Background: an optimization exercise with open tools, aiming at small area. Do not read the settings as production practice.
Function was checked by simulation only, so behaviour that the tests miss may differ from the original.

## harbor
==> module tree, before the edit <==
module tree#(parameter NUM = 128, LEN = 16, LEVEL = $clog2(NUM) )(
    input  clk,
    input  [NUM*LEN-1:0] in,
    output [LEN-1:0] sum
    );
    localparam G   = 16;              
    localparam NG  = NUM / G;         
    localparam LAT = LEVEL;           
    wire [NG*LEN-1:0] gres;
    genvar g;
    for (g = 0; g < NG; g = g + 1) begin : g_grp
        prio_sel #(.N(G), .LEN(LEN)) u_sel (.in(in[g*G*LEN +: G*LEN]), .out(gres[g*LEN +: LEN]));
    end
    reg [NG*LEN-1:0] r1;
    always @(posedge clk)
        r1 <= gres;
    localparam NH = NG / 2;
    wire [2*LEN-1:0] hres;
    prio_sel #(.N(NH), .LEN(LEN)) u_lo (.in(r1[0 +: NH*LEN]), .out(hres[0 +: LEN]));
    prio_sel #(.N(NH), .LEN(LEN)) u_hi (.in(r1[NH*LEN +: NH*LEN]), .out(hres[LEN +: LEN]));
    reg [2*LEN-1:0] r2;
    always @(posedge clk)
        r2 <= hres;
    wire [LEN-1:0] res = r2[0] ? r2[0 +: LEN] : r2[LEN +: LEN];
    reg [(LAT-2)*LEN-1:0] pipe;
    always @(posedge clk)
        pipe <= {pipe[(LAT-3)*LEN-1:0], res};
    assign sum = pipe[(LAT-2)*LEN-1 -: LEN];
endmodule
Settings: LEC_CHECK=0, CAP_MARGIN=20, CORE_AREA=10 10 550 310, DIE_AREA=0 0 560 320, SETUP_SLACK_MARGIN=0.1, SLEW_MARGIN=20, SYNTH_HIERARCHICAL=1; clock period 2.0 ns.
standard.sh (not shown) runs the stock make flow with config.mk's settings and CLKGATE_MAP_FILE= SYNTH_SCRIPT=/design/flow/synth_recipe.tcl, a recipe that flattens the netlist after the stock synthesis.
==> flow/flow/run.sh <==
#!/bin/bash
# The standard layout, except that
# - the port buffers buffer_ports inserts during placement are the smallest
#   buffer (buf_1) instead of the one it picks itself,
# - the pin placer may put pins one routing track apart (instead of two), so
#   that the 2065 ports fit along a smaller die,
# - and flow/io.tcl gives each group of data pins its own stretch of the top or
#   bottom edge, the result pins the right edge and the clock pin the left.
set -euo pipefail
export BUFFER_PORTS_ARGS="-inputs -outputs -buffer_cell sky130_fd_sc_hd__buf_1"
export PLACE_PINS_ARGS="-min_distance 1 -min_distance_in_tracks"
export IO_CONSTRAINTS="$PWD/flow/io.tcl"
bash standard.sh finish > standard_flow.log 2>&1
==> flow/flow/io.tcl <==
# The clock pin alone on the left edge (met3).
place_pin -pin_name clk -layer met3 -location {0.4 160.14} -pin_size {0.8 0.3} -force_to_die_boundary
# Each stage-1 group of 16 words (256 pins) gets its own 130 um stretch of the
# bottom (groups 0-3) or top (groups 4-7) edge, so that its logic stays close
# together; the result pins go on the right edge.
for {set g 0} {$g < 8} {incr g} {
  set names {}
  for {set i [expr {$g * 256}]} {$i < [expr {($g + 1) * 256}]} {incr i} {
    lappend names "in\[$i\]"
  }
  set x0 [expr {20 + 130 * ($g % 4)}]
  set edge [expr {$g < 4 ? "bottom" : "top"}]
  set_io_pin_constraint -pin_names $names -region $edge:$x0-[expr {$x0 + 130}]
}
set names {}
for {set i 0} {$i < 16} {incr i} { lappend names "sum\[$i\]" }
set_io_pin_constraint -pin_names $names -region right:100-220
harbor: PASS, flow complete, no timing, DRC or antenna violations
#### Input delta (violet over harbor)
==> flow/design.v, changed modules only <==
module tree#(parameter NUM = 128, LEN = 16, LEVEL = $clog2(NUM) )(
    input  clk,
    input  [NUM*LEN-1:0] in,
    output [LEN-1:0] sum
    );
    localparam G   = 16;              
    localparam NG  = NUM / G;         
    localparam LAT = LEVEL;           
    wire [NG*LEN-1:0] gres;
    genvar g;
    for (g = 0; g < NG; g = g + 1) begin : g_grp
        prio_sel #(.N(G), .LEN(LEN)) u_sel (.in(in[g*G*LEN +: G*LEN]), .out(gres[g*LEN +: LEN]));
    end
    reg [NG*LEN-1:0] r1;
    always @(posedge clk)
        r1 <= gres;
    wire [LEN-1:0] res;
    prio_sel #(.N(NG), .LEN(LEN)) u_top (.in(r1), .out(res));
    reg [(LAT-1)*LEN-1:0] pipe;
    always @(posedge clk)
        pipe <= {pipe[(LAT-2)*LEN-1:0], res};
    assign sum = pipe[(LAT-1)*LEN-1 -: LEN];
endmodule
==> comparison <==
violet vs harbor, instance count: violet higher
Setup slack in violet is 0.089 ns lower than in harbor
On final design instance area without fill, violet does worse than harbor.
Maximum number of pins on one net before global-route repair, violet and harbor, lower one = violet.
violet against harbor: half-perimeter wire length after placement moved up, wire length of the first global-routing pass went up, clock insertion delay at the later pin of the skew report roughly the same, minimum clock period after layout up 0.089 ns.

[separate check: timing with driven ports]
The results above use ideal ports. As a check the final layouts listed here were re-extracted and re-timed, cells and wires unchanged.
Step 1 assumes that a clkbuf_16 drives the clock port and a buf_2 every other input.
Step 2 moves the port delays by t, midway between the first and last clock arrival at a register: inputs arrive t later, outputs are due t later. That takes back most of the time a late clock gives input paths.
a / b / c = ideal ports / drivers / drivers and shift; a / b = the first two.
| run | t, ns | setup WS [ns] | worst data-port slew with drivers (ns) | pins driven straight from the clock port |
|---|---|---|---|---|
| harbor | 0.692 | 0.208 / 0.222 / -0.470 | 0.22 | 1 |
| violet | 0.700 | 0.118 / 0.118 / -0.578 | 0.26 | 1 |
With both steps, setup timing fails in harbor and violet, where it was met with ideal ports. The setup slack of violet, which loses most, moves by 0.000 ns with the drivers and by -0.696 ns with both steps.
